Context: an optimization exercise on an open-source flow, tuned for small area. The choices shown serve that exercise and are no tape-out recipe.
The RTL was checked by simulation tests, not by an equivalence proof against the original design.
Power is estimated from default activity; no workload was simulated. The clock port is modelled as an ideal driver; clocking choices that lean on that would not hold on a real chip.

==> flow/design.v <==
`timescale 1ns / 1ps
module sobel_unit (
    input  wire       clk,
    input  wire [7:0] x_top,
    input  wire [7:0] x_mid,
    input  wire [7:0] x_bot,
    output wire [9:0] mh,
    output wire [1:0] cls
);
    function [11:0] rca;
        input [11:0] a, b;
        input        cin;
        integer i;
        reg c;
        begin
            c = cin;
            for (i = 0; i < 12; i = i + 1) begin
                rca[i] = a[i] ^ b[i] ^ c;
                c = (a[i] & b[i]) | (a[i] & c) | (b[i] & c);
            end
        end
    endfunction
    wire [11:0] tb_w  = rca({4'b0, x_top}, {4'b0, x_bot}, 1'b0);
    wire [11:0] an_w  = rca(tb_w, {3'b0, x_mid, 1'b0}, 1'b0);
    wire [9:0]  a_new = an_w[9:0];
    wire [11:0] bn_w  = rca({4'b0, x_bot}, ~{4'b0, x_top}, 1'b1);
    wire [8:0]  b_new = bn_w[8:0];    
    reg [9:0] a1, a2;
    reg [8:1] b1h, b2h;
    always @(posedge clk) begin
        a1 <= a_new; a2 <= a1;
        b1h <= b_new[8:1]; b2h <= b1h;
    end
    wire [8:0] b1 = {b1h, a1[0]};
    wire [8:0] b2 = {b2h, a2[0]};
    wire [11:0] fx_w = rca({2'b0, a_new}, ~{2'b0, a2}, 1'b1);
    wire [10:0] fx   = fx_w[10:0];
    wire [11:0] fy_1 = rca({{3{b2[8]}}, b2}, {{3{b_new[8]}}, b_new}, 1'b0);
    wire [11:0] fy_w = rca(fy_1, {{2{b1[8]}}, b1, 1'b0}, 1'b0);
    wire [10:0] fy   = fy_w[10:0];
    wire [9:0]  ax   = fx[10] ? -fx[9:0] : fx[9:0];
    wire [9:0]  ay   = fy[10] ? -fy[9:0] : fy[9:0];
    wire [11:0] mag_w = rca({2'b0, ax}, {2'b0, ay}, 1'b0);
    assign mh = mag_w[10:1];
    wire        quad = fx[10] ^ fy[10];
    wire [11:0] t1 = rca({4'b0, ax[9:2]}, {5'b0, ax[9:3]}, 1'b0);
    wire [11:0] t2 = rca({7'b0, ax[9:5]}, {9'b0, ax[9:7]}, 1'b0);
    wire [11:0] t3 = rca(t1, t2, 1'b0);
    wire [11:0] d22w = rca({2'b0, ay}, ~t3, 1'b1);            
    wire [11:0] d67w = rca(d22w, ~{2'b0, ax}, 1'b1);          
    assign cls = d22w[11]         ? 2'd0 :
                 d67w[11] ? (quad ? 2'd2 : 2'd1) :
                                   2'd3;
endmodule
`timescale 1ns / 1ps
module canny_top #(
    parameter IMG_W = 256
)(
    input  wire        clk,
    input  wire        rst,
    input  wire [7:0]  pixel_in,
    output wire        out_valid,
    output wire [7:0]  pixel_out
);
    function [11:0] rca;
        input [11:0] a, b;
        input        cin;
        integer i;
        reg c;
        begin
            c = cin;
            for (i = 0; i < 12; i = i + 1) begin
                rca[i] = a[i] ^ b[i] ^ c;
                c = (a[i] & b[i]) | (a[i] & c) | (b[i] & c);
            end
        end
    endfunction
    reg  [7:0] col;
    reg  [2:0] row;
    wire [10:0] cnt = {row, col};
    always @(posedge clk) begin
        if (rst) begin
            col <= 8'd0;
            row <= 3'd0;
        end else begin
            col <= col + 8'd1;
            if (col == 8'd255 && row != 3'd7)
                row <= row + 3'd1;
        end
    end
    reg [8*768-1:0] xc;
    always @(posedge clk)
        xc <= {xc[8*767-1:0], rst ? 8'd0 : pixel_in};    
    localparam [1:0] C_H = 2'd0,    
                     C_D = 2'd1,    
                     C_V = 2'd2,    
                     C_W = 2'd3;    
    wire [9:0] mh_l;
    wire [1:0] cls_l;
    sobel_unit sob_l (
        .clk(clk),
        .x_top(xc[8*513-1 -: 8]), .x_mid(xc[8*257-1 -: 8]), .x_bot(xc[7:0]),
        .mh(mh_l), .cls(cls_l)
    );
    wire [9:0] mh_u;
    wire [1:0] cls_u;
    sobel_unit sob_u (
        .clk(clk),
        .x_top(xc[8*768-1 -: 8]), .x_mid(xc[8*512-1 -: 8]), .x_bot(xc[8*256-1 -: 8]),
        .mh(mh_u), .cls(cls_u)
    );
    wire valid_l_s = (cnt >= 11'd514) && (col != 8'd0) && (col != 8'd1);
    wire valid_u_s = (cnt >= 11'd769) && (col != 8'd255) && (col != 8'd0);
    reg [9:0] hl0;
    reg [9:0] hu0, hu1, hu2;
    reg [1:0] zl0, zl1;
    reg [1:0] zu0, zu1, zu2, zu3;
    always @(posedge clk) begin
        if (rst)
            hl0 <= 10'd0;
        else if (valid_l_s)
            hl0 <= mh_l;
        if (rst)
            hu0 <= 10'd0;
        else if (valid_u_s)
            hu0 <= mh_u;
        if (valid_l_s)
            zl0 <= cls_l;
        if (valid_u_s)
            zu0 <= cls_u;
        hu1 <= hu0; hu2 <= hu1;
        zl1 <= zl0;
        zu1 <= zu0; zu2 <= zu1; zu3 <= zu2;
    end
    wire l_ge_u1 = hl0 >= hu1;      
    wire u1_ge_l = hu1 >= hl0;
    wire l_ge_u2 = hl0 >= hu2;      
    wire u2_ge_l = hu2 >= hl0;
    wire u0_ge_l = hu0 >= hl0;      
    wire u0_ge_u1 = hu0 >= hu1;     
    wire u1_ge_u0 = hu1 >= hu0;
    reg [1:0] dl_ok;     
    reg       dn_ok;     
    reg       rt_ok;     
    reg [1:0] lt_ok;     
    always @(posedge clk) begin
        dl_ok <= {dl_ok[0], u0_ge_l};
        dn_ok <= u1_ge_l;
        rt_ok <= u1_ge_u0;
        lt_ok <= {lt_ok[0], u0_ge_u1};
    end
    wire up_chk = (zl1 == C_V) ? l_ge_u1 :
                  (zl1 == C_D) ? l_ge_u2 : 1'b1;
    wire [9:0] hq = hu2;        
    reg        chk;
    always @* begin
        case (zu3)              
            C_H:     chk = lt_ok[1] & rt_ok;       
            C_W:     chk = rt_ok & dl_ok[1];       
            C_V:     chk = up_ok & dn_ok;          
            default: chk = up_ok & u2_ge_l;        
        endcase
    end
    wire alive = (cnt == 11'd772) || chk;
    wire       valid_n = (col != 8'd254) && (col != 8'd255) && (cnt >= 11'd772);
    wire [7:0] clip_q  = (hq[9:7] != 3'd0) ? 8'hFF : {hq[6:0], 1'b0};
    wire [7:0] ns_new  = (valid_n && alive) ? clip_q : 8'd0;
    function [15:0] nc_code;
        input [7:0] m, t;
        input       e, u;
        reg   [7:0] te;
        reg         eh;
        begin
            eh = e & t[7] & (t[6:1] != 6'd0);      
            if (t[0])
                te = eh ? 8'hFF : 8'h80;
            else
                te = eh ? {1'b1, t[6:0]} : {1'b0, t[7:1]};
            if (m[0])
                nc_code = {te, 6'b100000, u, 1'b1};
            else
                nc_code = {u, m[7:1], te};
        end
    endfunction
    function nc_sp;                  
        input [15:0] c;
        nc_sp = c[7] & c[0] & (c[6:2] == 5'd0);
    endfunction
    function [7:0] nc_mid;
        input [15:0] c;
        nc_mid = nc_sp(c) ? 8'hFF : {c[14:8], 1'b0};
    endfunction
    reg [7:0] m_r, t_r;
    reg       u_r;
    reg  [16*255-1:0] ncj;
    wire [15:0] ent  = ncj[16*255-1 -: 16];       
    wire        sp   = nc_sp(ent);
    wire [7:0]  te_j = sp ? ent[15:8] : ent[7:0];
    wire [7:0]  n_mid = nc_mid(ent);              
    wire [7:0]  n_top = te_j[7] ? (((te_j[6:0] == 7'd0) || (te_j[6:0] == 7'h7F)) ?
                                   8'hFF : {1'b1, te_j[6:0]}) :
                                  {te_j[6:0], 1'b0};    
    wire        e_j   = te_j[7] & (te_j[6:0] != 7'd0);  
    wire        u_j   = sp ? ent[1] : ent[15];          
    wire [7:0]  n_bot = ns_new;                         
    reg         up_ok;           
    always @(posedge clk) begin
        m_r <= n_bot;
        t_r <= n_mid;
        u_r <= up_chk;
        up_ok <= u_j;
    end
    wire [11:0] s_1 = rca({4'b0, n_top}, {4'b0, n_mid}, 1'b0);
    wire [11:0] s_w = rca(s_1, {4'b0, n_bot}, 1'b0);
    wire [9:0] s_new = s_w[9:0];
    reg  [9:0] s1, s2;
    always @(posedge clk) begin
        s1 <= s_new;
        s2 <= s1;
    end
    wire [11:0] sum_1 = rca({2'b0, s_new}, {2'b0, s1}, 1'b0);
    wire [11:0] sum9 = rca(sum_1, {2'b0, s2}, 1'b0);
    wire [7:0]  din_nx  = (col == 8'd250) ? nc_mid(ncj[16*253-1 -: 16]) : n_mid;
    wire [11:0] din9_nx = rca({1'b0, din_nx, 3'b000}, {4'b0, din_nx}, 1'b0) + 12'd8;
    wire        ge_nx   = (sum9 <= din9_nx);
    reg         is_strong, is_weak;     
    wire valid_l = (col != 8'd251) && (col != 8'd252) && (cnt >= 11'd509);
    reg [7:0]   hc;             
    reg [4:0]   hd;             
    reg [7:0]   hcol;
    reg         wrapped;
    reg         connected;
    wire dout = (col == 8'd253) ? hc[2] : hc[0];
    wire r_col  = (col == 8'd253 || col == 8'd254) ? hd[4] : hd[2];
    wire r_col1 = (col == 8'd253) ? hd[3] : hd[1];
    wire e_new  = is_strong | (is_weak & connected);
    always @(posedge clk) begin
        hc <= {hc[6:0], e_new};
        hd <= {hd[3:0], e_j};
        ncj <= {ncj[16*254-1:0], nc_code(m_r, t_r, e_new, u_r)};
        if (rst) begin
            is_strong <= 1'b0;
            is_weak   <= 1'b0;
        end else if (valid_l) begin
            is_strong <= (din_nx >= 8'd155) && ge_nx;
            is_weak   <= (din_nx >= 8'd130) && ge_nx;
        end
        if (rst) begin
            hcol    <= 8'd0;
            wrapped <= 1'b0;
        end else if (valid_l) begin
            connected <= ((hcol != 8'd0) & dout) |
                         (wrapped & r_col) |
                         (wrapped & (hcol != 8'd255) & r_col1);
            hcol <= hcol + 8'd1;
            if (hcol == 8'd255)
                wrapped <= 1'b1;
        end
    end
    assign out_valid = (cnt >= 11'd515) && (col != 8'd3) && (col != 8'd4);
    assign pixel_out = {8{hc[7]}};
endmodule
==> flow/flow/run.sh <==
#!/bin/bash
# Standard layout (the standard.sh), with clock tree synthesis told not to
# add dummy balancing loads and to cluster up to 37 flip-flops per leaf buffer,
# and the port buffers made with the smallest buffer cell.
set -euo pipefail
export CTS_ARGS="-sink_clustering_enable -repair_clock_nets -dont_use_dummy_load -sink_clustering_size 37 -sink_clustering_max_diameter 80"
export BUFFER_PORTS_ARGS="-buffer_cell sky130_fd_sc_hd__buf_1"
bash standard.sh > standard.log 2>&1
==> flow/standard.sh <==
#!/bin/bash
# synth_recipe.tcl (not shown) runs the flow's synth.tcl, then flattens the netlist and writes it again
# the make line also repeats each setting of config.mk as NAME=value (left out here)
make -C /OpenROAD-flow-scripts/flow DESIGN_CONFIG=/design/flow/config.mk WORK_HOME=/design/flow/orfs CLKGATE_MAP_FILE= SYNTH_SCRIPT=/design/flow/synth_recipe.tcl "${@:-finish}"
==> flow/config.mk <==
export PLATFORM = sky130hd
export DESIGN_NAME = canny_top
export DESIGN_NICKNAME = canny_top
export VERILOG_FILES = /design/flow/design.v
export SDC_FILE = /design/flow/constraint.sdc
export NUM_CORES = 8
export LEC_CHECK = 0
export ABC_AREA = 1
export CAP_MARGIN = 20
export CORE_MARGIN = 2
export CORE_UTILIZATION = 65
export GPL_ROUTABILITY_DRIVEN = 0
export GPL_TIMING_DRIVEN = 0
export SLEW_MARGIN = 20
==> flow/constraint.sdc <==
create_clock -name core_clock -period 12.0 [get_ports {clk}]
set_input_delay 2.4000 -clock core_clock [delete_from_list [all_inputs] [get_ports {clk}]]
set_output_delay 2.4000 -clock core_clock [all_outputs]
set_load 0.01 [all_outputs]
==> notes.md, run 1 <==
top post-synthesis cells by area=dfxtp_1 (95%), fa_1 (1.5%), ha_1 (0.65%), inv_1 (0.58%), nand2_1 (0.53%); Clock power frac=0.274; final worst path period need=about 11 ns; final worst path period share=0.958; clock slew at reported path FFs=between 0.1 and 0.15 ns; Critical Path Start Type=register; Die ar.=roughly 340000 um2; Mapped Cells=approximately 12000; drt pass-1 iters=5; TritonCTS Buffers=325; HPWL after detailed placement=~110000 um; CORE AREA=roughly 340000 um2; async set or reset register ratio after synthesis=0; final slew viol count=0; synth unique cells=59; skew final=about 0.11 ns; Seq pwr share=0.690; Initial Utilization=0.652; Sink Count=10400; Fmax=slightly below 90 MHz; CTS tree=yes; setup_tns=0 ns; Worst Path Required=~13 ns; Internal Power=40.4 mW; DRT antenna net count=0; vias in the first global route=~70000; Worst-Skew Late Latency=roughly 0.93 ns; Lkg Pwr=93.3 nW; Final Util=0.694; Syn Nets=~12000; Setup CP Type=reg2reg; Final WS setup=a little over 0.5 ns; largest registers=xc x6144, ncj x4080; initial antenna violation count=11; gr ovfl total=0; Power Dens Cells=roughly 220 nW/um2; RSZ-0062 raised after global routing=false; setup slack, reg-to-reg=slightly above 0.5 ns; largest register by flop count=xc; Hold Path Class=reg2reg; Fin. Hold Viols=0; CTS H-Tree Depth=5; Area Growth Syn to Fin=6.36%; die height=between 500 and 600 um; syn_area_per_cell=between 15 and 20 um2; critical path endpoint category=register; crit path DAT=around 12 ns; via count of the routed design=71100; Die Wd=approximately 600 um; Nets=12500; first-pass GRT wire length=between 300000 and 400000 um; Sw Share=0.197; Total Wirelength=about 210000 um; combinational share of power=0.036; max incr delay on CP=about 0.55 ns; Synth Flop Type=dfxtp_1; synthesized flop and latch total=around 10000; Via density=approximately 4.2; layout cells sized above 1=0.0344; drt first-iter violations=between 3000 and 4000; switching power=around 9.9 mW; root buffer cell=clkbuf_16; Std-Cell Rows=about 210; Largest register FFs=around 6100; CP max stage cell=fa_1; Inst Count DP=~16000; CTS Hold Bufs=0; IO buf count=18; CP dominant cell by count=fa_1; I/O pins=19; post-synthesis sequential area ratio=0.953; status=timing/DRC/antenna clean; Slew headroom=0.464; most frequent cells in the layout=dfxtp_1 (10400), inv_1 (339), clkbuf_16 (325); # DRC=0; cell taking the most area after synthesis=dfxtp_1; number of synthesized flops with an enable pin=5; MaxCap Viol Count=0; wire per inst=between 10 and 15 um; Clock Path Buffers=4; final setup fails=0; share of the synthesized area in the top cell type=0.952; total number of yosys warnings=2; gr usage total=0.125; worst slew pin tran=between 0.8 and 0.9 ns; final non-filler cell total=between 15000 and 20000; Max IR drop VDD=between 0.0003 and 0.0004 V; largest net degree at the start of global routing=38; Synth Cell Area=~220000 um2; crit-path max FO=10; most common cell after layout, fill and taps aside=dfxtp_1; DP Worst Slack=~0.053 ns
## final cells by class
type / count / area (um2)
antenna: 4 / 10.0
inverter: 350 / 1320
buffer: 22 / 131
clock buffer: 325 / 8130
timing repair buffer: 19 / 75.1
multi-input combinational: 1103 / 8980
tap: 4515 / 5650
sequential: 10400 / 209000
fill: 21600 / 103000
## worst paths after layout
| path | start | to | cells after the start |
|---|---|---|---|
| setup / recovery | xc[6136] | zu0[1] | 42 |
| hold / removal | xc[2056] | xc[2064] | 0 |
| setup reg to reg | xc[6136] | zu0[1] | 42 |
| hold reg to reg | xc[2056] | xc[2064] | 0 |
## metrics by stage
stage | power [mW] | hold WS [ns] | instance area (um2)
2_1_floorplan | 36.9 | 0.310 | 219000
3_3_place_gp | 37.3 | 0.309 | 225000
3_5_place_dp | 37.3 | 0.312 | 225000
4_1_cts | 50.9 | 0.247 | 233000
5_1_grt | 52.3 | 0.250 | 233000
6_report | 50.4 | 0.243 | 233000
## synth_stat cells, drive strengths merged, types with 4 or more instances
cell	instances
dfxtp	10400
inv	349
nand2	320
fa	168
nor2	124
ha	114
o21ai	95
a21oi	60
nand3	59
xor2	43
nand4	18
or2	17
buf	16
xnor2	16
nor3	14
nand3b	8
a211oi	7
clkbuf	6
o22ai	6
edfxtp	5
a31oi	4
## power by group through the flow
stage / clock (mW) / sequential, mW / combinational [mW]
2_1_floorplan: 0 / 35.5 / 1.45
3_3_place_gp: 0 / 35.5 / 1.83
4_1_cts: 14.3 / 34.7 / 1.84
3_5_place_dp: 0 / 35.5 / 1.83
5_1_grt: 15.4 / 34.7 / 2.14
6_report: 13.8 / 34.7 / 1.83
## routing by layer
layer / vias to the layer above / routed length [um] / track usage
met5: - / 0 / 0
met4: 0 / 6360 / 0.0410
met3: 430 / 7180 / 0.0193
met2: 663 / 79900 / 0.169
met1: 33400 / 121000 / 0.204
li1: 36700 / - / -
## critical path: cells and delay by family (launching register included)
kind / cells / cell delay (ns)
AOI/OAI and AO/OA: 1 / 0.08
buffers and inverters: 10 / 0.81
xor gates and xnor gates: 1 / 0.15
and+or+nand+nor: 7 / 0.54
adders and majority gates: 23 / 9.26
DFF: 1 / 0.36
## kinds of logic (layout without fill, tap and decap cells)
| group | count (synthesis) | count (layout) | synth area share |
|---|---|---|---|
| compound gates | 196 | 196 | 0.00503 |
| xor+xnor | 59 | 59 | 0.00248 |
| fa+ha+maj | 282 | 282 | 0.0219 |
| buf+inv | 372 | 716 | 0.00658 |
| flops | 10400 | 10400 | 0.953 |
| other cells | 0 | 4 | 0 |
| simple gates | 566 | 566 | 0.0113 |
## what timing repair did
| item | in CTS | in global routing |
|---|---|---|
| pin swaps | 0 | 2 |
| endpoints found under the hold margin | 0 | 0 |
| endpoints found under the setup margin | 2 | 4 |
| setup buffers | 0 | 1 |
| gates resized for setup | 1 | 31 |
==> inputs of run 2 (changes only) <==
==> flow/flow/run.sh (replaced) <==
#!/bin/bash
# Standard layout (the standard.sh), with clock tree synthesis told not to
# add dummy balancing loads and to cluster up to 34 flip-flops per leaf buffer,
# and the port buffers made with the smallest buffer cell.
set -euo pipefail
export CTS_ARGS="-sink_clustering_enable -repair_clock_nets -dont_use_dummy_load -sink_clustering_size 34 -sink_clustering_max_diameter 80"
export BUFFER_PORTS_ARGS="-buffer_cell sky130_fd_sc_hd__buf_1"
bash standard.sh > standard.log 2>&1
--- a/flow/config.mk
+++ b/flow/config.mk
@@ -9,6 +9,5 @@
 export CAP_MARGIN = 20
 export CORE_MARGIN = 2
 export CORE_UTILIZATION = 65
-export GPL_ROUTABILITY_DRIVEN = 0
 export GPL_TIMING_DRIVEN = 0
 export SLEW_MARGIN = 20
==> run 2 against run 1 <==
Still clean on timing, DRC and antenna. Synthesized area did not move. Count of clock-buffer cells in the layout grew 28. Flip-flop and latch count stayed put. Sequential share of layout area down 0.30 points. Register-to-register slack improved by 0.10 ns. Via count down 0.47%. Clock skew is 0.037 ns higher. Cell count is 0.18% higher. Wire length up 6.1%. Maximum frequency up 0.91%. Critical path depth did not move. Power rose by 1.4%. Critical endpoint is now zu0[0]. Largest cell class unchanged. Largest power group unchanged.
==> notes.md, run 2 <==
gr ovfl total=0 (unchanged); fill count=21100 (was 21600); Synth top cells by count=dfxtp_1 (10400), inv_1 (340), nand2_1 (309) (unchanged); # DRC=0 (unchanged); I/O pins=19 (unchanged); Clock Path Buffers=4 (unchanged); gr usage total=0.133 (was 0.125); M3 GR Usage=0.0188 (was 0.0193); cell taking the most area after synthesis=dfxtp_1 (unchanged); r2r worst-path depth=42 (unchanged); DRT antenna net count=0 (unchanged); post-synthesis sequential area ratio=0.953 (unchanged); Via density=4.22 (was 4.24); setup slack, reg-to-reg=0.61 ns (was 0.50 ns); CTS Hold Bufs=0 (unchanged); critical path endpoint category=register (unchanged); reg2reg start=xc[2040] (was xc[6136]); MaxCap Viol Count=0 (unchanged); worst slew pin tran=0.953 ns (was 0.804 ns); crit path to=zu0[0] (was zu0[1]); Slew headroom=0.364 (was 0.464); Mapped Cells=11900 (unchanged); Std-Cell Rows=213 (unchanged); Synth Flop Type=dfxtp_1 (unchanged); TritonCTS Buffers=353 (was 325); skew final=0.142 ns (was 0.105 ns); total number of yosys warnings=2 (unchanged); CTS H-Tree Depth=5 (unchanged); Power Dens Cells=218 nW/um2 (was 216 nW/um2); routability cong.=0.734; final setup fails=0 (unchanged); share of the synthesized area in the top cell type=0.952 (unchanged); async set or reset register ratio after synthesis=0 (unchanged); most common cell after layout, fill and taps aside=dfxtp_1 (unchanged); Worst-Skew Late Latency=0.95 ns (was 0.93 ns); Final Cell Area=234000 um2 (was 233000 um2); Syn Nets=12200 (unchanged); grt met2 use=0.185 (was 0.169); drt first-iter violations=3273 (was 3376); vias in the first global route=71600 (was 70600); largest registers=xc x6144, ncj x4080 (unchanged); clock slew at reported path FFs=0.12 ns (about the same); Setup CP Type=reg2reg (unchanged); Hold Path Class=reg2reg (unchanged); CTS tree=yes (unchanged); largest register by flop count=xc (unchanged); Worst Path Required=12.59 ns (was 12.63 ns); Max IR drop VDD=0.000330 V (was 0.000338 V); Total Wirelength=227000 um (was 214000 um); synthesized flop and latch total=10400 (unchanged); most frequent cells in the layout=dfxtp_1 (10400), clkbuf_16 (353), inv_1 (339) (was dfxtp_1 (10400), inv_1 (339), clkbuf_16 (325)); IO buf count=18 (unchanged); final slew viol count=0 (unchanged); GRT busiest layer=met1 (unchanged); crit path DAT=11.99 ns (was 12.13 ns); Nets=12600 (was 12500); Worst Path Buf+Inv=10 (unchanged); worst r2r dst=zu0[0] (was zu0[1]); Die ar.=342000 um2 (unchanged); CP dominant cell by count=fa_1 (unchanged); cell count along the critical path=42 (unchanged); Area Growth Syn to Fin=6.72% (was 6.36%); Synth Cell Area=219000 um2 (unchanged); Inst Count DP=16400 (unchanged); Final WS setup=0.606 ns (was 0.503 ns); first-pass GRT wire length=374000 um (was 356000 um); top-count cell post-synth=dfxtp_1 (unchanged); wire per inst=13.5 um (was 12.8 um); Die Wd=585 um (unchanged); final worst path period share=0.950 (was 0.958); die height=585 um (unchanged); top post-synthesis cells by area=dfxtp_1 (95%), fa_1 (1.5%), ha_1 (0.65%), inv_1 (0.58%), nand2_1 (0.53%) (unchanged); via count of the routed design=70800 (was 71100); Lkg Pwr=93.7 nW (was 93.3 nW); largest net degree at the start of global routing=35 (was 38); layout cells sized above 1=0.0378 (was 0.0344); Fmax=87.8 MHz (was 87.0 MHz); Fin. Hold Viols=0 (unchanged); drt pass-1 iters=5 (unchanged); CP max stage cell=fa_2 (was fa_1); setup_tns=0 ns (unchanged); Placed Area=225000 um2 (unchanged); worst setup path start=xc[2040] (was xc[6136]); M1 GR Usage=0.214 (was 0.204); DP Worst Slack=-0.213 ns (was 0.0533 ns); final non-filler cell total=16800 (about the same); status=timing/DRC/antenna clean (unchanged); Sink Count=10400 (unchanged); HPWL after detailed placement=120000 um (was 114000 um); max incr delay on CP=0.56 ns (was 0.55 ns); syn_area_per_cell=18.4 um2 (unchanged); root buffer cell=clkbuf_16 (unchanged); initial antenna violation count=10 (was 11); final worst path period need=11.39 ns (was 11.50 ns); crit-path max FO=10 (unchanged); Critical Path Start Type=register (unchanged); Largest register FFs=6144 (unchanged); CORE AREA=336000 um2 (unchanged); synth unique cells=59 (unchanged); number of synthesized flops with an enable pin=5 (unchanged); Initial Utilization=0.652 (unchanged); critical path's top delay family=adder cells (unchanged)
[run 2: per-layer routing]
layer | part of all wire | routed length, um
met2 | 0.38 | 87400
met4 | 0.030 | 6820
met3 | 0.028 | 6320
met5 | 0 | 0
met1 | 0.56 | 127000
[run 2: logic make-up after synthesis]
logic type      share of synthesized area
buf+inv                           0.00658
simple gates                       0.0113
xor+xnor                          0.00248
compound gates                    0.00503
fa+ha+maj                          0.0219
flops                               0.953
[run 2: layout make-up]
cell class                 count  area [um2]  area share
inverter                     350        1320     0.00563
multi-input combinational   1103        9040      0.0387
sequential                 10400      209000       0.893
clock buffer                 353        8830      0.0378
buffer                        22         131    0.000562
antenna                        5        12.5   0.0000535
timing repair buffer          21        90.1    0.000385
tap                         4515        5650      0.0242
[run 2: through the flow]
step	hold WS [ns]	utilization	total power, mW
CTS	0.272	0.696	51.6
finish	0.272	0.696	51.0
global route	0.272	0.696	53.0
detailed placement	0.312	0.669	37.5
global placement	0.310	0.669	37.5
floorplan	0.310	-	36.9
[run 2: where the power goes]
part | internal [mW] | switching (mW) | total, mW
logic | 0.840 | 1.16 | 2.00
registers | 34.7 | 0.0245 | 34.7
clock network | 5.34 | 8.98 | 14.3
total | 40.9 | 10.2 | 51.0
[run 2: timing repair]
action                     in CTS  in global routing
resized for setup               9                 40
pin swaps                       2                  3
buffers inserted                2                  1
setup endpoints to repair       4                  4
[run 2: worst min path at each step]
stage / start / endpoint / slack, ns / depth (start not counted)
finish: ncj[12] / ncj[28] / 0.27 / 0
global placement: ncj[694] / ncj[710] / 0.31 / 0
floorplan: dl_ok[0] / dl_ok[1] / 0.31 / 0
detailed placement: ncj[1951] / ncj[1967] / 0.31 / 0
CTS: xc[2559] / xc[2567] / 0.27 / 0
global route: sob_u.a1[2] / sob_u.a2[2] / 0.27 / 0
==> inputs of run 3 (changes only) <==
==> flow/flow/run.sh (replaced) <==
#!/bin/bash
# Standard layout (the standard.sh), with clock tree synthesis told not to
# add dummy balancing loads and to cluster up to 36 flip-flops per leaf buffer,
# and the port buffers made with the smallest buffer cell.
set -euo pipefail
export CTS_ARGS="-sink_clustering_enable -repair_clock_nets -dont_use_dummy_load -sink_clustering_size 36 -sink_clustering_max_diameter 80"
export BUFFER_PORTS_ARGS="-buffer_cell sky130_fd_sc_hd__buf_1"
bash standard.sh > standard.log 2>&1
--- a/flow/config.mk
+++ b/flow/config.mk
@@ -8,6 +8,6 @@
 export ABC_AREA = 1
 export CAP_MARGIN = 20
 export CORE_MARGIN = 2
-export CORE_UTILIZATION = 65
+export CORE_UTILIZATION = 60
 export GPL_TIMING_DRIVEN = 0
 export SLEW_MARGIN = 20
==> run 3 against run 2 <==
Clock skew grew 0.0021 ns. Flip-flop and latch count is the same. Synthesized area unchanged. Clock power barely moved. First-iteration DRC count grew 0.70%. Die area up 8.3%. Sequential share of layout area about the same. Cell count is 1.6% higher. Still clean. Wire length decreased by 2.4%. Via count fell by 0.46%. Non-clock buffer count is 2 higher. Worst hold slack lost 0.0068 ns.
==> notes.md, run 3 <==
status=timing/DRC/antenna clean (unchanged); skew final=0.145 ns (was 0.142 ns); die height=608 um (was 585 um); largest registers=xc x6144, ncj x4080 (unchanged); HP Start=ncj[3950] (was ncj[12]); IO buf count=18 (unchanged); post-synthesis sequential area ratio=0.953 (unchanged); Fin. Hold Viols=0 (unchanged); # DRC=0 (unchanged); Synth top cells by count=dfxtp_1 (10400), inv_1 (340), nand2_1 (309) (unchanged); Placed Area=225000 um2 (about the same); Hold Path Class=reg2reg (unchanged); most frequent cells in the layout=dfxtp_1 (10400), clkbuf_16 (339), inv_1 (338) (was dfxtp_1 (10400), clkbuf_16 (353), inv_1 (339)); Die Wd=608 um (was 585 um); DRT antenna net count=0 (unchanged); CORE AREA=363000 um2 (was 336000 um2); routability cong.=0.722 (was 0.734); Internal Power=40.7 mW (was 40.9 mW); Max IR drop VDD=0.000184 V (was 0.000330 V); MaxCap Viol Count=0 (unchanged); Lkg Pwr=93.6 nW (was 93.7 nW); Fmax=87.2 MHz (was 87.8 MHz); share of the synthesized area in the top cell type=0.952 (unchanged); drt first-iter violations=3296 (was 3273); vias in the first global route=71000 (was 71600); Worst-Skew Late Latency=0.93 ns (was 0.95 ns); most common cell after layout, fill and taps aside=dfxtp_1 (unchanged); Power Dens Cells=217 nW/um2 (was 218 nW/um2); Mapped Cells=11900 (unchanged); Synth Cell Area=219000 um2 (unchanged); largest register by flop count=xc (unchanged); CTS H-Tree Depth=5 (unchanged); RSZ-0062 raised after global routing=false; CTS Hold Bufs=0 (unchanged); max incr delay on CP=0.59 ns (was 0.56 ns); syn_area_per_cell=18.4 um2 (unchanged); WHS=0.266 ns (was 0.272 ns); worst slew pin tran=1.02 ns (was 0.953 ns); CTS tree=yes (unchanged); final worst path period share=0.956 (was 0.950); gr ovfl total=0 (unchanged); Total Wirelength=222000 um (was 227000 um); CP max stage cell=fa_2 (unchanged); r2r worst-path depth=43 (was 42); CP dominant cell by count=fa_2 (was fa_1); final worst path period need=11.47 ns (was 11.39 ns); Final Cell Area=234000 um2 (about the same); combinational share of power=0.040 (was 0.039); drt pass-1 iters=5 (unchanged); first-pass GRT wire length=370000 um (was 374000 um); Sink Count=10400 (unchanged); worst r2r dst=zl0[0] (was zu0[0]); async set or reset register ratio after synthesis=0 (unchanged); Clock power frac=0.277 (was 0.281); Inst Count DP=16700 (was 16400); Seq pwr share=0.683 (was 0.680); number of synthesized flops with an enable pin=5 (unchanged); Sw Share=0.199 (about the same); layout cells sized above 1=0.0371 (was 0.0378); Std-Cell Rows=221 (was 213); Initial Utilization=0.604 (was 0.652); Worst Path Required=12.58 ns (was 12.59 ns); cell taking the most area after synthesis=dfxtp_1 (unchanged); Via density=4.13 (was 4.22); clock slew at reported path FFs=0.12 ns (about the same); worst setup path start=xc[4096] (was xc[2040]); top post-synthesis cells by area=dfxtp_1 (95%), fa_1 (1.5%), ha_1 (0.65%), inv_1 (0.58%), nand2_1 (0.53%) (unchanged); synthesized flop and latch total=10400 (unchanged); I/O pins=19 (unchanged); Largest register FFs=6144 (unchanged); reg2reg start=xc[4096] (was xc[2040]); root buffer cell=clkbuf_16 (unchanged); final setup fails=0 (unchanged); top-count cell post-synth=dfxtp_1 (unchanged); Nets=12600 (about the same); synth unique cells=59 (unchanged); Area Growth Syn to Fin=6.74% (was 6.72%); Clock Path Buffers=4 (unchanged); crit path to=zl0[0] (was zu0[0]); wire per inst=13.0 um (was 13.5 um); Die ar.=370000 um2 (was 342000 um2); crit path DAT=12.05 ns (was 11.99 ns); Syn Nets=12200 (unchanged); Critical Path Start Type=register (unchanged); HPWL after detailed placement=118000 um (was 120000 um); switching power=10.1 mW (was 10.2 mW); total number of yosys warnings=2 (unchanged); via count of the routed design=70500 (was 70800); Slew headroom=0.320 (was 0.364); largest net degree at the start of global routing=37 (was 35); setup slack, reg-to-reg=0.53 ns (was 0.61 ns); TritonCTS Buffers=339 (was 353); Synth Flop Type=dfxtp_1 (unchanged); Setup CP Type=reg2reg (unchanged); gr usage total=0.120 (was 0.133); initial antenna violation count=11 (was 10); final non-filler cell total=17100 (was 16800); critical path endpoint category=register (unchanged); final slew viol count=0 (unchanged); crit-path max FO=10 (unchanged)
==> run 3: cell counts after synthesis <==
No cell type changed its count.
==> run 3: how the worst min path moves through the flow <==
stage          slack [ns]  cells after the start        end
5_1_grt              0.26                      0  ncj[3966]
3_3_place_gp         0.31                      0   ncj[649]
4_1_cts              0.27                      0  ncj[3966]
6_report             0.27                      0  ncj[3966]
2_1_floorplan        0.31                      0   dl_ok[1]
3_5_place_dp         0.31                      0  ncj[1648]
==> run 3: cells by family (layout without fill, tap and decap cells) <==
kind of cell / after synthesis / in the layout / share of synthesized area
simple gates: 566 / 566 / 0.0113
fa+ha+maj: 282 / 282 / 0.0219
other cells: 0 / 6 / 0
flops: 10400 / 10400 / 0.953
buf+inv: 372 / 734 / 0.00658
compound gates: 196 / 196 / 0.00503
xor+xnor: 59 / 59 / 0.00248
==> run 3: timing repair <==
item | in CTS | in global routing
pin swaps | 2 | 4
gates resized for setup | 17 | 37
setup buffers | 2 | 3
setup endpoints to repair | 4 | 4
cloned | 0 | 0
==> run 3: power groups by stage <==
stage / Clock (mW) / Combinational, mW / Sequential (mW)
after CTS: 14.6 / 2.08 / 34.7
after global routing: 15.7 / 2.46 / 34.7
final: 14.1 / 2.06 / 34.7
after floorplan: 0 / 1.45 / 35.5
after global placement: 0 / 2.09 / 35.5
after detailed placement: 0 / 2.05 / 35.5
==> run 3: cell type report <==
type	instances	area [um2]
inverters	350	1320
clock buffers	339	8480
diodes	6	15.0
flip-flops and latches	10400	209000
repair buffers	23	105
fillers	25000	129000
well taps	4794	6000
plain buffers	22	131
multi-input cells	1103	9060
==> run 3: critical path: cells and delay by family, from the launching register on <==
family	cells	cell delay (ns)
buffers and inverters	12	0.89
flip-flops	1	0.37
adder cells (fa/ha/maj)	24	9.29
AND/OR/NAND/NOR	6	0.50
AO/OA/AOI/OAI	1	0.06
==> run 3: per-stage QoR <==
stage | setup TNS, ns | power [mW] | setup slack, ns | utilization
5_1_grt | 0 | 52.9 | 0.0106 | 0.644
3_3_place_gp | -0.605 | 37.6 | -0.247 | 0.620
3_5_place_dp | -0.682 | 37.6 | -0.260 | 0.620
4_1_cts | 0 | 51.4 | 0.00174 | 0.644
2_1_floorplan | 0 | 36.9 | 0.873 | -
6_report | 0 | 50.8 | 0.530 | 0.644
==> run 3: per-layer routing <==
metal / track usage / wire, um / up-vias
met4: 0.0384 / 6760 / 0
li1: - / - / 36700
met3: 0.0183 / 6700 / 423
met5: 0 / 0 / -
met1: 0.196 / 127000 / 32800
met2: 0.162 / 81900 / 523
==> inputs of run 4 (changes only) <==
--- a/flow/config.mk
+++ b/flow/config.mk
@@ -5,9 +5,9 @@
 export SDC_FILE = /design/flow/constraint.sdc
 export NUM_CORES = 8
 export LEC_CHECK = 0
-export ABC_AREA = 1
+export ABC_AREA = 0
 export CAP_MARGIN = 20
 export CORE_MARGIN = 2
-export CORE_UTILIZATION = 60
+export CORE_UTILIZATION = 65
 export GPL_TIMING_DRIVEN = 0
 export SLEW_MARGIN = 20
==> run 4 against run 3 <==
Global-route usage rose by 1.3 points. Via count fell by 0.56%. Count of clock-buffer cells in the layout did not move. Worst hold slack got worse by 0.032 ns. Cell count fell by 3.9%. First-iteration DRC count fell by 4.7%. Wire length rose by 2.5%. Sequential share of layout area rose by 0.16 points. Power rose by 0.95%. Critical path type unchanged. Largest cell class unchanged. Largest power group unchanged.
==> notes.md, run 4 <==
total number of yosys warnings=2 (unchanged); Final WS setup=0.473 ns (was 0.530 ns); Slew headroom=0.447 (was 0.320); crit path DAT=12.10 ns (was 12.05 ns); status=timing/DRC/antenna clean (unchanged); IO buf count=17 (was 18); MaxCap Viol Count=0 (unchanged); Max IR drop VDD=0.000387 V (was 0.000184 V); fraction of the mapped netlist area in compound gates=0.00697 (was 0.00503); drt pass-1 iters=6 (was 5); synth unique cells=80 (was 59); largest registers=xc x6144, ncj x4080 (unchanged); Power Dens Cells=220 nW/um2 (was 217 nW/um2); Lkg Pwr=93.0 nW (was 93.6 nW); Synth top cells by count=dfxtp_1 (10400), inv_1 (223), fa_1 (168) (was dfxtp_1 (10400), inv_1 (340), nand2_1 (309)); Syn Nets=11900 (was 12200); max incr delay on CP=0.59 ns (about the same); worst r2r dst=zl0[0] (unchanged); post-synthesis mux area share=0.00118 (was 0); Worst Path Required=12.57 ns (was 12.58 ns); reg2reg start=xc[0] (was xc[4096]); Total Wirelength=228000 um (was 222000 um); Placed Area=224000 um2 (was 225000 um2); fill count=21000 (was 25000); gr ovfl total=0 (unchanged); Final Cell Area=234000 um2 (about the same); Clock Path Buffers=4 (unchanged); final slew viol count=0 (unchanged); TritonCTS Buffers=339 (unchanged); async set or reset register ratio after synthesis=0 (unchanged); vias in the first global route=71200 (was 71000); Synth Area in XOR/XNOR=0.00417 (was 0.00248); cell taking the most area after synthesis=dfxtp_1 (unchanged); top post-synthesis cells by area=dfxtp_1 (95%), fa_1 (1.5%), ha_1 (0.65%), inv_1 (0.38%), xnor2_1 (0.27%) (was dfxtp_1 (95%), fa_1 (1.5%), ha_1 (0.65%), inv_1 (0.58%), nand2_1 (0.53%)); CTS tree=yes (unchanged); DP Worst Slack=-1.23 ns (was -0.260 ns); Std-Cell Rows=213 (was 221); Synth Area in Simple Gates=0.00616 (was 0.0113); Hold Path Class=reg2reg (unchanged); Synth Flop Type=dfxtp_1 (unchanged); HPWL after detailed placement=120000 um (was 118000 um); largest register by flop count=xc (unchanged); Area Growth Syn to Fin=6.69% (was 6.74%); largest net degree at the start of global routing=37 (unchanged); final setup fails=0 (unchanged); first-pass GRT wire length=374000 um (was 370000 um); clock slew at reported path FFs=0.12 ns (about the same); Die Wd=584 um (was 608 um); layout cells sized above 1=0.0424 (was 0.0371); final worst path period share=0.961 (was 0.956); r2r worst-path depth=39 (was 43); setup_tns=0 ns (unchanged); hold path depth=0 (unchanged); final worst path period need=11.53 ns (was 11.47 ns); DRT antenna net count=0 (unchanged); Largest register FFs=6144 (unchanged); post-synthesis sequential area ratio=0.954 (was 0.953); # DRC=0 (unchanged); Inst Count DP=16000 (was 16700); Fmax=86.8 MHz (was 87.2 MHz); Nets=12300 (was 12600); Critical Path Start Type=register (unchanged); Setup CP Type=reg2reg (unchanged); Via density=4.27 (was 4.13); Fin. Hold Viols=0 (unchanged); initial antenna violation count=9 (was 11); CTS H-Tree Depth=5 (unchanged); number of synthesized flops with an enable pin=5 (unchanged); root buffer cell=clkbuf_16 (unchanged); Die ar.=341000 um2 (was 370000 um2); hold path endpoint=xc[2152] (was ncj[3966]); Initial Utilization=0.652 (was 0.604); Worst-Skew Late Latency=0.93 ns (about the same); CORE AREA=336000 um2 (was 363000 um2); share of the synthesized area in the top cell type=0.953 (was 0.952); synthesized flop and latch total=10400 (unchanged); gr usage total=0.133 (was 0.120); Post-Synth Adder-Cell Area=0.0226 (was 0.0219); routability cong.=0.755 (was 0.722); largest family of logic cells by synthesized area=adder cells (unchanged); critical path endpoint category=register (unchanged); worst slew pin tran=0.830 ns (was 1.02 ns); CP dominant cell by count=fa_2 (unchanged); Synth Cell Area=219000 um2 (about the same); wire per inst=13.9 um (was 13.0 um); most common cell after layout, fill and taps aside=dfxtp_1 (unchanged); CTS Hold Bufs=0 (unchanged); drt first-iter violations=3142 (was 3296); Mapped Cells=11600 (was 11900); HP Start=xc[2144] (was ncj[3950]); most frequent cells in the layout=dfxtp_1 (10400), clkbuf_16 (339), inv_1 (222) (was dfxtp_1 (10400), clkbuf_16 (339), inv_1 (338)); via count of the routed design=70100 (was 70500); skew final=0.122 ns (was 0.145 ns); setup slack, reg-to-reg=0.47 ns (was 0.53 ns); die height=584 um (was 608 um); Sink Count=10400 (unchanged); I/O pins=19 (unchanged); crit-path max FO=10 (unchanged); final non-filler cell total=16400 (was 17100); syn_area_per_cell=18.9 um2 (was 18.4 um2); top-count cell post-synth=dfxtp_1 (unchanged); CP max stage cell=fa_2 (unchanged)
-- run 4: changes by cell type after synthesis, moves of 12 or more --
| cell | delta |
|---|---|
| nand2_1 | -267 |
| inv_1 | -117 |
| xnor2_1 | +52 |
| o21ai_0 | -42 |
| nand3_1 | -35 |
| nor2_1 | -32 |
| nor2b_1 | +24 |
| o21a_1 | +19 |
| mux2i_1 | +18 |
| nand2b_1 | +17 |
| a21o_1 | +16 |
| clkbuf_1 | +14 |
| xor2_1 | -14 |
| a31oi_1 | +12 |
-- run 4: cell families after synthesis --
family          after synthesis
buf+inv                     265
compound gates              227
simple gates                267
flops                     10400
xor+xnor                    100
fa+ha+maj                   297
mux                          25
-- run 4: power by group --
part	switching, mW	internal, mW
clock	8.93	5.15
sequential	0.0287	34.7
combinational	1.30	1.19
-- run 4: worst max-delay path by stage --
stage                         from  endpoint  slack (ns)  cells after the start
after floorplan              xc[0]    zl0[0]        0.28                     39
after global routing         xc[0]    zl0[0]      -0.004                     41
final                        xc[0]    zl0[0]        0.47                     39
after detailed placement     xc[0]    zl0[0]       -1.23                     40
after global placement       xc[0]    zl0[1]       -1.32                     38
after CTS                 xc[2041]    zu0[1]       0.002                     38
-- run 4: per-stage QoR --
stage                     power (mW)  hold slack, ns   util
final                           51.3           0.234  0.695
after global routing            53.2           0.239  0.695
after CTS                       51.8           0.243  0.695
after detailed placement        37.9           0.312  0.668
after global placement          37.9           0.310  0.668
after floorplan                 37.2           0.310      -
-- run 4: what timing repair did --
item / CTS / global route
pin swaps: 19 / 14
resized for setup: 65 / 37
setup buffers: 23 / 4
endpoints found under the setup margin: 4 / 4
-- run 4: layout make-up --
cell class	count	area, um2	share of cell area
sequential	10400	209000	0.894
inverter	226	848	0.00363
clock buffer	339	8480	0.0363
buffer	39	283	0.00121
multi-input combinational	916	9300	0.0398
tap	4407	5510	0.0236
antenna	3	7.51	0.0000321
timing repair buffer	44	267	0.00114
-- run 4: layer usage --
metal | global-route usage | up-vias | wire length, um
li1 | - | 36100 | -
met4 | 0.0345 | 0 | 5520
met3 | 0.0250 | 399 | 8970
met5 | 0 | - | 0
met1 | 0.210 | 33000 | 123000
met2 | 0.190 | 575 | 89800
-- run 4: critical path, delay by kind of cell (launching register included) --
kind                       cells  cell delay (ns)
AOI/OAI and AO/OA              5             0.75
buffers and inverters          8             0.79
xor gates and xnor gates       2             0.45
adders and majority gates     23             8.67
and+or+nand+nor                1             0.07
DFF                            1             0.39
==> inputs of run 5 (changes only) <==
--- a/flow/config.mk
+++ b/flow/config.mk
@@ -5,9 +5,10 @@
 export SDC_FILE = /design/flow/constraint.sdc
 export NUM_CORES = 8
 export LEC_CHECK = 0
-export ABC_AREA = 0
+export ABC_AREA = 1
 export CAP_MARGIN = 20
 export CORE_MARGIN = 2
 export CORE_UTILIZATION = 65
+export GPL_ROUTABILITY_DRIVEN = 0
 export GPL_TIMING_DRIVEN = 0
 export SLEW_MARGIN = 20
==> run 5 against run 4 <==
Combinational power is 27% lower. Sequential power about the same. Cell count up 2.3%. Maximum frequency down 0.16%. Cell area hardly changed. Synthesized area grew 0.13%. Wire length shrank 5.5%. Clock power about the same. Critical endpoint is now zu0[1]. Highest routed layer unchanged.
==> notes.md, run 5 <==
Power Dens Cells=216 nW/um2 (was 220 nW/um2); synth unique cells=59 (was 80); max incr delay on CP=0.58 ns (was 0.59 ns); skew final=0.111 ns (was 0.122 ns); Sink Count=10400 (unchanged); drt pass-1 iters=5 (was 6); critical path endpoint category=register (unchanged); top-count cell post-synth=dfxtp_1 (unchanged); largest register by flop count=xc (unchanged); HP Start=xc[2270] (was xc[2144]); Via density=4.25 (was 4.27); top post-synthesis cells by area=dfxtp_1 (95%), fa_1 (1.5%), ha_1 (0.65%), inv_1 (0.58%), nand2_1 (0.53%) (was dfxtp_1 (95%), fa_1 (1.5%), ha_1 (0.65%), inv_1 (0.38%), xnor2_1 (0.27%)); largest net degree at the start of global routing=37 (unchanged); root buffer cell=clkbuf_16 (unchanged); Fmax=86.6 MHz (was 86.8 MHz); syn_area_per_cell=18.4 um2 (was 18.9 um2); HPWL after detailed placement=114000 um (was 120000 um); drt first-iter violations=3551 (was 3142); Synth top cells by count=dfxtp_1 (10400), inv_1 (340), nand2_1 (309) (was dfxtp_1 (10400), inv_1 (223), fa_1 (168)); Initial Utilization=0.652 (about the same); Synth Flop Type=dfxtp_1 (unchanged); CP max stage cell=fa_2 (unchanged); combinational share of power=0.036 (was 0.049); synthesized flop and latch total=10400 (unchanged); post-synthesis sequential area ratio=0.953 (was 0.954); hold path endpoint=xc[2278] (was xc[2152]); CP dominant cell by count=fa_1 (was fa_2); Fin. Hold Viols=0 (unchanged); final worst path period need=11.55 ns (was 11.53 ns); share of the synthesized area in the top cell type=0.952 (was 0.953); reg2reg start=xc[6136] (was xc[0]); total power=50.5 mW (was 51.3 mW); CTS tree=yes (unchanged); r2r worst-path depth=42 (was 39); final setup fails=0 (unchanged); Largest register FFs=6144 (unchanged); IO buf count=18 (was 17); Worst Path Required=12.63 ns (was 12.57 ns); number of synthesized flops with an enable pin=5 (unchanged); largest registers=xc x6144, ncj x4080 (unchanged); hold path depth=0 (unchanged); initial antenna violation count=11 (was 9); Final Util=0.694 (was 0.695); Worst-Skew Late Latency=0.93 ns (about the same); crit-path max FO=10 (unchanged); critical path's top delay family=adder cells (unchanged); Total Wirelength=215000 um (was 228000 um); Nets=12500 (was 12300); die height=585 um (was 584 um); fill count=21600 (was 21000); cell taking the most area after synthesis=dfxtp_1 (unchanged); Die ar.=342000 um2 (was 341000 um2); wire per inst=12.8 um (was 13.9 um); Clock Path Buffers=4 (unchanged); Synth Cell Area=219000 um2 (about the same); gr usage total=0.125 (was 0.133); worst slew pin tran=0.835 ns (was 0.830 ns); I/O pins=19 (unchanged); Internal Power=40.6 mW (was 41.0 mW); Worst Path Buf+Inv=10 (was 8); CTS H-Tree Depth=5 (unchanged); Std-Cell Rows=213 (unchanged); Mapped Cells=11900 (was 11600); Sw Share=0.197 (was 0.200); first-pass GRT wire length=357000 um (was 374000 um); status=timing/DRC/antenna clean (unchanged); most frequent cells in the layout=dfxtp_1 (10400), inv_1 (339), clkbuf_16 (333) (was dfxtp_1 (10400), clkbuf_16 (339), inv_1 (222)); Seq pwr share=0.688 (was 0.677); # DRC=0 (unchanged); Setup CP Type=reg2reg (unchanged); most common cell after layout, fill and taps aside=dfxtp_1 (unchanged); layout cells sized above 1=0.0348 (was 0.0424); crit path DAT=12.17 ns (was 12.10 ns); final worst path period share=0.962 (was 0.961); Lkg Pwr=93.4 nW (was 93.0 nW); DRT antenna net count=0 (unchanged); total number of yosys warnings=2 (unchanged); async set or reset register ratio after synthesis=0 (unchanged); gr ovfl total=0 (unchanged); switching power=9.93 mW (was 10.3 mW); MaxCap Viol Count=0 (unchanged); clock slew at reported path FFs=0.12 ns (about the same); worst r2r dst=zu0[1] (was zl0[0]); Slew headroom=0.443 (was 0.447); Area Growth Syn to Fin=6.45% (was 6.69%); Syn Nets=12200 (was 11900); Critical Path Start Type=register (unchanged); TritonCTS Buffers=333 (was 339); Hold Path Class=reg2reg (unchanged); setup slack, reg-to-reg=0.45 ns (was 0.47 ns); final slew viol count=0 (unchanged); Max IR drop VDD=0.000338 V (was 0.000387 V); Die Wd=585 um (was 584 um); Clock power frac=0.276 (was 0.274); CORE AREA=336000 um2 (about the same); via count of the routed design=71200 (was 70100); vias in the first global route=70800 (was 71200)
-- run 5: changes by cell type in the layout (fill, tap and decap cells not counted), moves of 31 or more --
cell     previous run  this run
nand2_1            42       305
o21ai_0            36        80
inv_1             222       339
xnor2_1            56        16
nor2_1             90       121
nand3_1            18        53
-- run 5: layout make-up --
type / instances / area [um2] / share of cell area
Buffer: 22 / 131 / 0.000563
Clock buffer: 333 / 8330 / 0.0357
Antenna cell: 2 / 5.00 / 0.0000215
Inverter: 350 / 1320 / 0.00564
Multi-Input combinational cell: 1103 / 8970 / 0.0385
Tap cell: 4515 / 5650 / 0.0242
Timing Repair Buffer: 19 / 75.1 / 0.000322
Sequential cell: 10400 / 209000 / 0.895
-- run 5: kinds of logic after synthesis --
| logic type | after synthesis | share of synthesized area |
|---|---|---|
| flops | 10400 | 0.953 |
| buf+inv | 372 | 0.00658 |
| compound gates | 196 | 0.00503 |
| fa+ha+maj | 282 | 0.0219 |
| xor+xnor | 59 | 0.00248 |
| simple gates | 566 | 0.0113 |
-- run 5: worst register-to-register path, delay by kind of cell (launching register included) --
family                     cells  cell delay, ns
buffers and inverters         10            0.81
xor gates and xnor gates       1            0.15
AOI/OAI and AO/OA              1            0.08
adders and majority gates     23            9.31
and+or+nand+nor                7            0.55
DFF                            1            0.36
-- run 5: power by group through the flow --
stage / clock network [mW] / registers [mW] / logic, mW
finish: 13.9 / 34.7 / 1.83
global route: 15.6 / 34.7 / 2.14
CTS: 14.4 / 34.7 / 1.84
detailed placement: 0 / 35.5 / 1.83
global placement: 0 / 35.5 / 1.83
floorplan: 0 / 35.5 / 1.45
-- run 5: timing repair --
action / 4_1_cts / 5_1_grt
cloned: 0 / 0
hold endpoints to repair: 0 / 0
pin swaps: 0 / 2
hold buffers: 0 / 0
gates resized for setup: 1 / 28
setup endpoints to repair: 1 / 4
buffers inserted: 0 / 1
-- run 5: worst max-delay path by stage --
stage | from | end | slack, ns | cells after the start
finish | xc[6136] | zu0[1] | 0.45 | 42
global route | xc[6136] | zu0[1] | -0.001 | 43
CTS | xc[0] | zl0[0] | 0.03 | 43
detailed placement | xc[0] | zl0[0] | 0.05 | 43
global placement | xc[0] | zl0[0] | 0.14 | 43
floorplan | xc[0] | zl0[0] | 0.87 | 42
-- run 5: per-stage QoR --
stage / setup WS, ns / std cells / hold WS (ns) / setup TNS [ns] / instance area, um2
5_1_grt: -0.00120 / 16800 / 0.240 / -0.00120 / 233000
3_5_place_dp: 0.0533 / 16400 / 0.312 / 0 / 225000
4_1_cts: 0.0264 / 16800 / 0.243 / 0 / 233000
2_1_floorplan: 0.873 / 11900 / 0.310 / 0 / 219000
6_report: 0.455 / 16800 / 0.248 / 0 / 233000
3_3_place_gp: 0.138 / 16400 / 0.309 / 0 / 225000
-- run 5: routing by layer --
layer	track usage	part of all wire
met2	0.170	0.37
met4	0.0422	0.031
met3	0.0190	0.032
met1	0.204	0.56
met5	0	0
==> inputs of run 6 (changes only) <==
--- a/flow/config.mk
+++ b/flow/config.mk
@@ -9,6 +9,5 @@
 export CAP_MARGIN = 20
 export CORE_MARGIN = 2
 export CORE_UTILIZATION = 65
-export GPL_ROUTABILITY_DRIVEN = 0
 export GPL_TIMING_DRIVEN = 0
 export SLEW_MARGIN = 20
==> run 6 against run 5 <==
Still clean on timing, DRC and antenna. Global-route usage increased by 0.70 points. Synthesized area is the same. Synthesized cell count did not move. Cell area about the same. Die area stayed put. Clock power about the same. Critical path type unchanged. Largest power group unchanged.
==> notes.md, run 6 <==
first-pass GRT wire length=372000 um (was 357000 um); Hold Path Class=reg2reg (unchanged); MaxCap Viol Count=0 (unchanged); syn_area_per_cell=18.4 um2 (unchanged); Fin. Hold Viols=0 (unchanged); share of the synthesized area in the top cell type=0.952 (unchanged); Placed Area=225000 um2 (unchanged); Final WS setup=0.594 ns (was 0.455 ns); async set or reset register ratio after synthesis=0 (unchanged); wire per inst=13.5 um (was 12.8 um); WHS=0.231 ns (was 0.248 ns); Setup CP Type=reg2reg (unchanged); Sink Count=10400 (unchanged); top-count cell post-synth=dfxtp_1 (unchanged); crit path to=zl0[1] (was zu0[1]); gr ovfl total=0 (unchanged); largest registers=xc x6144, ncj x4080 (unchanged); top post-synthesis cells by area=dfxtp_1 (95%), fa_1 (1.5%), ha_1 (0.65%), inv_1 (0.58%), nand2_1 (0.53%) (unchanged); Final Cell Area=233000 um2 (about the same); largest net degree at the start of global routing=37 (unchanged); IO buf count=18 (unchanged); Die ar.=342000 um2 (unchanged); total power=50.7 mW (was 50.5 mW); crit-path max FO=10 (unchanged); post-synthesis sequential area ratio=0.953 (unchanged); worst r2r dst=zl0[1] (was zu0[1]); Largest register FFs=6144 (unchanged); critical path endpoint category=register (unchanged); gr usage total=0.132 (was 0.125); status=timing/DRC/antenna clean (unchanged); Synth Cell Area=219000 um2 (unchanged); Mapped Cells=11900 (unchanged); Clock Path Buffers=4 (unchanged); final slew viol count=0 (unchanged); crit path DAT=11.98 ns (was 12.17 ns); Std-Cell Rows=213 (unchanged); Total Wirelength=226000 um (was 215000 um); HPWL after detailed placement=120000 um (was 114000 um); Via density=4.22 (was 4.25); routability cong.=between 0.7 and 0.8; DP Worst Slack=-0.213 ns (was 0.0533 ns); layout cells sized above 1=0.0362 (was 0.0348); number of synthesized flops with an enable pin=5 (unchanged); Synth top cells by count=dfxtp_1 (10400), inv_1 (340), nand2_1 (309) (unchanged); clock slew at reported path FFs=0.12 ns (about the same); drt pass-1 iters=5 (unchanged); Power Dens Cells=217 nW/um2 (was 216 nW/um2); reg2reg start=xc[0] (was xc[6136]); Initial Utilization=0.652 (unchanged); CORE AREA=336000 um2 (unchanged); CP max stage cell=fa_2 (unchanged); Die Wd=585 um (unchanged); synthesized flop and latch total=10400 (unchanged); r2r worst-path depth=42 (unchanged); via count of the routed design=70800 (was 71200); final worst path period need=11.41 ns (was 11.55 ns); final non-filler cell total=16800 (about the same); fill count=21200 (was 21600); vias in the first global route=71400 (was 70800); Max IR drop VDD=0.000331 V (was 0.000338 V); Area Growth Syn to Fin=6.52% (was 6.45%); Inst Count DP=16400 (unchanged); most frequent cells in the layout=dfxtp_1 (10400), inv_1 (339), clkbuf_16 (336) (was dfxtp_1 (10400), inv_1 (339), clkbuf_16 (333)); final worst path period share=0.950 (was 0.962); CTS H-Tree Depth=5 (unchanged); worst slew pin tran=0.960 ns (was 0.835 ns); Critical Path Start Type=register (unchanged); initial antenna violation count=9 (was 11); setup slack, reg-to-reg=0.59 ns (was 0.45 ns); max incr delay on CP=0.61 ns (was 0.58 ns); CP dominant cell by count=fa_1 (unchanged); Slew headroom=0.360 (was 0.443); die height=585 um (unchanged); Nets=12600 (was 12500); DRT antenna net count=0 (unchanged); # DRC=0 (unchanged); final setup fails=0 (unchanged); Fmax=87.7 MHz (was 86.6 MHz); root buffer cell=clkbuf_16 (unchanged); Syn Nets=12200 (unchanged); I/O pins=19 (unchanged); synth unique cells=59 (unchanged); drt first-iter violations=3303 (was 3551); total number of yosys warnings=2 (unchanged); largest register by flop count=xc (unchanged); setup_tns=0 ns (unchanged); Lkg Pwr=93.5 nW (was 93.4 nW); CTS tree=yes (unchanged); worst setup path start=xc[0] (was xc[6136]); Final Util=0.695 (was 0.694); Synth Flop Type=dfxtp_1 (unchanged); cell taking the most area after synthesis=dfxtp_1 (unchanged); Worst Path Required=12.57 ns (was 12.63 ns); Worst-Skew Late Latency=0.94 ns (was 0.93 ns); most common cell after layout, fill and taps aside=dfxtp_1 (unchanged); TritonCTS Buffers=336 (was 333); skew final=0.144 ns (was 0.111 ns)
[run 6: cell counts after synthesis]
No cell type changed its count.
[run 6: kinds of logic (layout without fill, tap and decap cells)]
group,after synthesis,in the layout,share of synthesized area
AOI/OAI and AO/OA,196,196,0.00503
xor gates and xnor gates,59,59,0.00248
adders and majority gates,282,282,0.0219
buffers and inverters,372,729,0.00658
DFF,10400,10400,0.953
other,0,5,0
and+or+nand+nor,566,566,0.0113
[run 6: worst min-delay path by stage]
| stage | slack (ns) | start | cells past startpoint | to |
|---|---|---|---|---|
| 4_1_cts | 0.23 | ncj[12] | 0 | ncj[28] |
| 5_1_grt | 0.23 | ncj[12] | 0 | ncj[28] |
| 3_3_place_gp | 0.31 | ncj[694] | 0 | ncj[710] |
| 2_1_floorplan | 0.31 | dl_ok[0] | 0 | dl_ok[1] |
| 6_report | 0.23 | ncj[12] | 0 | ncj[28] |
| 3_5_place_dp | 0.31 | ncj[1951] | 0 | ncj[1967] |
[run 6: repair_timing]
| item | 4_1_cts | 5_1_grt |
|---|---|---|
| setup buffers | 2 | 1 |
| cloned | 0 | 0 |
| gates resized for setup | 10 | 36 |
| pin swaps | 2 | 3 |
| hold buffers | 0 | 0 |
| setup endpoints to repair | 4 | 4 |
[run 6: layer usage]
layer / routed length, um / GRT usage / up-vias
met4: 6350 / 0.0401 / 0
met2: 87200 / 0.184 / 543
met3: 7160 / 0.0194 / 390
li1: - / - / 36700
met5: 0 / 0 / -
met1: 126000 / 0.214 / 33200
[run 6: cell type report]
type / count / area (um2) / share of cell area
antenna: 5 / 12.5 / 0.0000536
buffer: 22 / 131 / 0.000563
clock buffer: 336 / 8410 / 0.0360
inverter: 350 / 1320 / 0.00564
multi-input combinational: 1103 / 9030 / 0.0387
sequential: 10400 / 209000 / 0.894
tap: 4515 / 5650 / 0.0242
timing repair buffer: 21 / 90.1 / 0.000386
[run 6: power by group]
part / total (mW) / internal [mW] / switching, mW
registers: 34.7 / 34.7 / 0.0245
logic: 2.00 / 0.840 / 1.16
clock network: 14.0 / 5.11 / 8.92
total: 50.7 / 40.6 / 10.1
[run 6: critical path, delay by kind of cell, from the launching register on]
kind | cells | cell delay [ns]
simple gates | 6 | 0.47
xor+xnor | 1 | 0.17
fa+ha+maj | 23 | 9.13
compound gates | 1 | 0.06
flops | 1 | 0.40
buf+inv | 11 | 0.82
==> inputs of run 7 (changes only) <==
--- a/flow/design.v
+++ b/flow/design.v
@@ -109,16 +109,14 @@
         .x_top(xc[8*768-1 -: 8]), .x_mid(xc[8*512-1 -: 8]), .x_bot(xc[8*256-1 -: 8]),
         .mh(mh_u), .cls(cls_u)
     );
-    wire valid_l_s = (cnt >= 11'd514) && (col != 8'd0) && (col != 8'd1);
+    wire valid_l_s = (col != 8'd0) && (col != 8'd1);
     wire valid_u_s = (cnt >= 11'd769) && (col != 8'd255) && (col != 8'd0);
     reg [9:0] hl0;
     reg [9:0] hu0, hu1, hu2;
     reg [1:0] zl0, zl1;
     reg [1:0] zu0, zu1, zu2, zu3;
     always @(posedge clk) begin
-        if (rst)
-            hl0 <= 10'd0;
-        else if (valid_l_s)
+        if (valid_l_s)
             hl0 <= mh_l;
         if (rst)
             hu0 <= 10'd0;
--- a/flow/config.mk
+++ b/flow/config.mk
@@ -9,5 +9,6 @@
 export CAP_MARGIN = 20
 export CORE_MARGIN = 2
 export CORE_UTILIZATION = 65
+export GPL_ROUTABILITY_DRIVEN = 0
 export GPL_TIMING_DRIVEN = 0
 export SLEW_MARGIN = 20
==> run 7 against run 6 <==
Combinational power about the same. Register-to-register slack got worse by 0.16 ns. Power about the same. Global-route usage decreased by 0.58 points. Flip-flop and latch count unchanged. Synthesized area about the same. Core utilization decreased by 0.066 points. Worst hold slack improved by 0.031 ns. Cell count decreased by 0.18%.
==> notes.md, run 7 <==
top-count cell post-synth=dfxtp_1 (unchanged); Worst-Skew Late Latency=0.92 ns (was 0.94 ns); wire per inst=12.9 um (was 13.5 um); status=timing/DRC/antenna clean (unchanged); max incr delay on CP=0.58 ns (was 0.61 ns); Sink Count=10400 (unchanged); CORE AREA=336000 um2 (unchanged); async set or reset register ratio after synthesis=0 (unchanged); skew final=0.0674 ns (was 0.144 ns); Final Util=0.694 (was 0.695); CTS tree=yes (unchanged); CTS Hold Bufs=0 (unchanged); Synth Flop Type=dfxtp_1 (unchanged); Power Dens Cells=218 nW/um2 (was 217 nW/um2); Initial Utilization=0.652 (about the same); Die Wd=585 um (about the same); die height=585 um (about the same); gr usage total=0.126 (was 0.132); Synth top cells by count=dfxtp_1 (10400), inv_1 (348), nand2_1 (302) (was dfxtp_1 (10400), inv_1 (340), nand2_1 (309)); Total Wirelength=216000 um (was 226000 um); Critical Path Start Type=register (unchanged); vias in the first global route=71500 (was 71400); Hold Path Class=reg2reg (unchanged); Final Cell Area=233000 um2 (about the same); via count of the routed design=71600 (was 70800); drt pass-1 iters=6 (was 5); crit-path max FO=10 (unchanged); final slew viol count=0 (unchanged); Lkg Pwr=93.4 nW (was 93.5 nW); r2r worst-path depth=43 (was 42); cell taking the most area after synthesis=dfxtp_1 (unchanged); Die ar.=342000 um2 (about the same); largest registers=xc x6144, ncj x4080 (unchanged); critical path endpoint category=register (unchanged); drt first-iter violations=3434 (was 3303); largest register by flop count=xc (unchanged); hold path depth=0 (unchanged); post-synthesis sequential area ratio=0.954 (was 0.953); IO buf count=17 (was 18); most frequent cells in the layout=dfxtp_1 (10400), inv_1 (347), clkbuf_16 (332) (was dfxtp_1 (10400), inv_1 (339), clkbuf_16 (336)); total power=50.7 mW (about the same); largest net degree at the start of global routing=37 (unchanged); CTS H-Tree Depth=5 (unchanged); M3 GR Usage=0.0199 (was 0.0194); synthesized flop and latch total=10400 (unchanged); Setup CP Type=reg2reg (unchanged); Nets=12500 (was 12600); MaxCap Viol Count=0 (unchanged); setup_tns=0 ns (unchanged); # DRC=0 (unchanged); Largest register FFs=6144 (unchanged); Mapped Cells=11900 (about the same); Std-Cell Rows=213 (unchanged); final worst path period need=11.57 ns (was 11.41 ns); GRT busiest layer=met1 (unchanged); grt met2 use=0.176 (was 0.184); Synth Cell Area=219000 um2 (about the same); syn_area_per_cell=18.4 um2 (about the same); fill count=21700 (was 21200); Clock Path Buffers=4 (unchanged); RSZ-0062 raised after global routing=false; most common cell after layout, fill and taps aside=dfxtp_1 (unchanged); share of the synthesized area in the top cell type=0.952 (about the same); HPWL after detailed placement=116000 um (was 120000 um); Multi-input gate area=8780 um2 (was 9030 um2); layout cells sized above 1=0.0353 (was 0.0362); root buffer cell=clkbuf_16 (unchanged); CP max stage cell=fa_2 (unchanged); number of synthesized flops with an enable pin=15 (was 5); WHS=0.262 ns (was 0.231 ns); Fmax=86.5 MHz (was 87.7 MHz); Reg area=209000 um2 (about the same); first-pass GRT wire length=360000 um (was 372000 um); Area Growth Syn to Fin=6.47% (was 6.52%); final worst path period share=0.964 (was 0.950); Fin. Hold Viols=0 (unchanged); Slew headroom=0.370 (was 0.360); initial antenna violation count=13 (was 9); Placed Area=225000 um2 (about the same); clock slew at reported path FFs=0.12 ns (about the same); TritonCTS Buffers=332 (was 336); gr ovfl total=0 (unchanged); Syn Nets=12200 (about the same); M1 GR Usage=0.202 (was 0.214); I/O pins=19 (unchanged); synth unique cells=54 (was 59); total number of yosys warnings=2 (unchanged); top post-synthesis cells by area=dfxtp_1 (95%), fa_1 (1.5%), ha_1 (0.65%), inv_1 (0.60%), nand2_1 (0.52%) (was dfxtp_1 (95%), fa_1 (1.5%), ha_1 (0.65%), inv_1 (0.58%), nand2_1 (0.53%)); final setup fails=0 (unchanged); worst slew pin tran=0.945 ns (was 0.960 ns); DRT antenna net count=0 (unchanged); Via density=4.27 (was 4.22); CP dominant cell by count=fa_1 (unchanged); Worst Path Required=12.69 ns (was 12.57 ns); crit path DAT=12.26 ns (was 11.98 ns); Max IR drop VDD=0.000231 V (was 0.000331 V)
==> run 7: worst paths after layout <==
path / startpoint / to / slack, ns
setup / recovery: xc[0] / zl0[0] / 0.43
hold / removal: xc[167] / xc[175] / 0.26
setup reg to reg: xc[0] / zl0[0] / 0.43
hold reg to reg: xc[167] / xc[175] / 0.26
==> run 7: critical path, delay by kind of cell (launching register included) <==
| family | cells | cell delay (ns) |
|---|---|---|
| buffers and inverters | 12 | 0.92 |
| and+or+nand+nor | 6 | 0.59 |
| AOI/OAI and AO/OA | 1 | 0.07 |
| DFF | 1 | 0.38 |
| adders and majority gates | 24 | 9.36 |
==> run 7: metal layers <==
layer / vias up / wire [um] / part of all wire
li1: 36600 / - / -
met1: 33800 / 118000 / 0.55
met5: - / 0 / 0
met4: 0 / 6600 / 0.031
met3: 426 / 7660 / 0.035
met2: 690 / 83600 / 0.39
==> run 7: where the power goes <==
part	leakage, nW	internal (mW)	total, mW	switching [mW]
clock network	4.09	5.05	13.9	8.86
logic	5.20	0.861	2.03	1.17
registers	84.1	34.8	34.8	0.0378
total	93.4	40.7	50.7	10.1
==> run 7: layout make-up <==
type	count	area share
Sequential cell	10400	0.896
Multi-Input combinational cell	1068	0.0376
Clock buffer	332	0.0356
Tap cell	4515	0.0242
Inverter	356	0.00574
Buffer	21	0.000536
Timing Repair Buffer	20	0.000370
Antenna cell	9	0.0000966
==> run 7: what timing repair did <==
action	4_1_cts	5_1_grt
setup buffers	1	1
endpoints found under the hold margin	0	0
gates resized for setup	10	34
setup endpoints to repair	4	4
pin swaps	1	4
==> run 7: kinds of logic after synthesis <==
kind of cell             synth area share
XOR/XNOR                          0.00235
adder cells (fa/ha/maj)            0.0219
buffers and inverters             0.00667
flip-flops                          0.954
AO/OA/AOI/OAI                     0.00448
AND/OR/NAND/NOR                    0.0109
==> run 7: through the flow <==
| stage | setup WS [ns] | cells |
|---|---|---|
| final | 0.435 | 16700 |
| after global routing | 0.000434 | 16700 |
| after CTS | 0.00816 | 16700 |
| after detailed placement | -0.272 | 16400 |
| after global placement | -0.0144 | 16400 |
| after floorplan | 0.781 | 11900 |

port drivers added, routing unchanged:
The flow's constraints put no driver on any port. The routed layouts listed below were extracted and timed again, unchanged, in two steps.
Step 1, drivers: a clkbuf_16 drives clk and a buf_2 each remaining input, both assumed.
Step 2 also shifts input and output timing later by t, the mid clock arrival at the registers, as if the neighbouring blocks saw the same clock.
a / b / c = ideal / step 1 / step 2; a / b = the first two.
| run | shift t [ns] | setup WS [ns] |
|---|---|---|
| run 1 | 0.976 | 0.503 / 0.503 / 0.503 |
| run 2 | 0.982 | 0.606 / 0.606 / 0.606 |
| run 3 | 0.977 | 0.530 / 0.530 / 0.530 |
| run 4 | 0.976 | 0.473 / 0.473 / 0.473 |
| run 5 | 0.978 | 0.455 / 0.455 / 0.455 |
| run 6 | 0.973 | 0.594 / 0.594 / 0.594 |
| run 7 | 0.988 | 0.435 / 0.435 / 0.435 |
After both steps every run listed still meets setup and hold.
